What follows belongs to an exercise in optimizing a design on an open flow for small area and a short achievable clock period; a production flow would make more cautious choices. The RTL was checked by simulation tests, not by an equivalence proof against the original design. No driver is modelled on the clock port, so clocking that relies on it looks cheaper here than on a real chip. Power and IR drop assume default switching activity.

## encrypter_top
module encrypter_top(
    input             clk,
    input      [0:79] data_in,
    input      [0:63] master_key,
    input      [0:63] baby_key,
    output reg [0:79] data_out,
    output reg [0:7]  crc
    );
Size in the first run: roughly 3800 cells after synthesis, roughly 300 flip-flops, ~300 I/O pins, about 0.025 mm² of cells after synthesis.
export LEC_CHECK = 0
export CAP_MARGIN = 30
export CORE_MARGIN = 2
export CORE_UTILIZATION = 55
export HOLD_SLACK_MARGIN = 0.1
export SLEW_MARGIN = 30
create_clock -name core_clock -period 22.0 [get_ports {clk}]
standard.sh (not shown) runs the stock make flow with config.mk's settings and CLKGATE_MAP_FILE= SYNTH_SCRIPT=/design/flow/synth_recipe.tcl, a recipe that flattens the netlist after the stock synthesis.
==> flow/flow/run.sh <==
#!/bin/bash
# Layout flow: the standard ORFS flow, except that synthesis maps the
# logic with flow/abc.script (delay-targeted mapping with area recovery)
# instead of ORFS's ABC speed script, and leaves adders to ABC instead of
# extracting full/half adder cells. Registers, flattening and renaming are
# those of the standard synthesis. Placement buffers the ports with buf_1,
# CTS uses clkbuf_8 without dummy loads, and the output registers' clock is
# delayed as a group after CTS (flow/pre_cts.tcl, flow/post_cts.tcl).
set -uo pipefail
export MY_ABC_SCRIPT="$PWD/flow/abc.script"
export SKEW_CELLS=2 SKEW_CELL=sky130_fd_sc_hd__clkdlybuf4s25_1
bash standard.sh SYNTH_SCRIPT="$PWD/flow/my_synth.tcl" ADDER_MAP_FILE= \
    SETUP_SLACK_MARGIN=15.6 \
    SKIP_CTS_REPAIR_TIMING=1 \
    PRE_CTS_TCL="$PWD/flow/pre_cts.tcl" POST_CTS_TCL="$PWD/flow/post_cts.tcl" \
    "BUFFER_PORTS_ARGS=-buffer_cell sky130_fd_sc_hd__buf_1" \
    "CTS_ARGS=-sink_clustering_enable -repair_clock_nets -dont_use_dummy_load -buf_list {sky130_fd_sc_hd__clkbuf_8 sky130_fd_sc_hd__clkbuf_16}" \
    finish > flow_make.log 2>&1
status=$?
cp -f orfs/logs/*/*/*/*.log . 2>/dev/null || true
exit $status
Other scripts of this flow, unchanged in this note and not shown: flow/flow/abc.script, flow/flow/my_synth.tcl, flow/flow/post_cts.tcl, flow/flow/pre_cts.tcl
Rerun with:
--- a/flow/design.v
+++ b/flow/design.v
@@ -88,18 +88,21 @@
     input  [0:63] baby_key,
     input  [0:7]  key_gt,        
     output [0:79] data_out
 );
     function [4:0] res5;
         input [3:0] x;
+        reg   [3:0] h, l;
         begin
-            res5[0] = (x == 4'd0) | (x == 4'd5) | (x == 4'd10) | (x == 4'd15);
-            res5[1] = (x == 4'd1) | (x == 4'd6) | (x == 4'd11);
-            res5[2] = (x == 4'd2) | (x == 4'd7) | (x == 4'd12);
-            res5[3] = (x == 4'd3) | (x == 4'd8) | (x == 4'd13);
-            res5[4] = (x == 4'd4) | (x == 4'd9) | (x == 4'd14);
+            h = {x[3] & x[2], x[3] & ~x[2], ~x[3] & x[2], ~x[3] & ~x[2]};
+            l = {x[1] & x[0], x[1] & ~x[0], ~x[1] & x[0], ~x[1] & ~x[0]};
+            res5[0] = (h[0] & l[0]) | (h[1] & l[1]) | (h[2] & l[2]) | (h[3] & l[3]);
+            res5[1] = (h[0] & l[1]) | (h[1] & l[2]) | (h[2] & l[3]);
+            res5[2] = (h[0] & l[2]) | (h[1] & l[3]) | (h[3] & l[0]);
+            res5[3] = (h[0] & l[3]) | (h[2] & l[0]) | (h[3] & l[1]);
+            res5[4] = (h[1] & l[0]) | (h[2] & l[1]) | (h[3] & l[2]);
         end
     endfunction
     function [4:0] add5;
         input [4:0] a, b;
         begin
             add5[0] = (a[0] & b[0]) | (a[1] & b[4]) | (a[2] & b[3]) | (a[3] & b[2]) | (a[4] & b[1]);
Synthesized cell count rose by about 0.8%.
Core utilization came out higher by 0.55 points.
Synthesized area stays flat.
Power went up by 4.2%.
Combinational power increases by about 7%.
Setup slack gets better by 29 ps.
Clock power shrinks by about 1%.
Maximum frequency rises by about 0.45%.

==> re-timing with driven ports <==
In the flow no input, the clock included, has a driving cell. The finished layouts below were timed again as built, in two steps.
Step 1: set_driving_cell puts a clkbuf_16 on clk and a buf_2 on each other input, an assumption about the parent block.
Step 2, shift: input delay + t, output delay - t, t = (earliest + latest rising clock arrival at the registers) / 2. This alone moves slack from input paths to output paths.
a / b / c = ideal ports / drivers / drivers and shift; a / b = the first two.
| run | t (ns) | setup slack, ns | latest minus earliest clock arrival (ns) | slew at the worst register clock pin (ns) | pins driven straight from the clock port |
|---|---|---|---|---|---|
| the first run | 1.050 | 15.618 / 15.548 / 15.668 | 0.686 / 0.687 | 0.08 / 0.08 | 2 |
| the second run | 1.016 | 15.647 / 15.571 / 15.725 | 0.662 / 0.662 | 0.07 / 0.07 | 2 |
In the first run and the second run the clock reaches the registers at very different times; t lies between them, and the last value is a rough guide only.
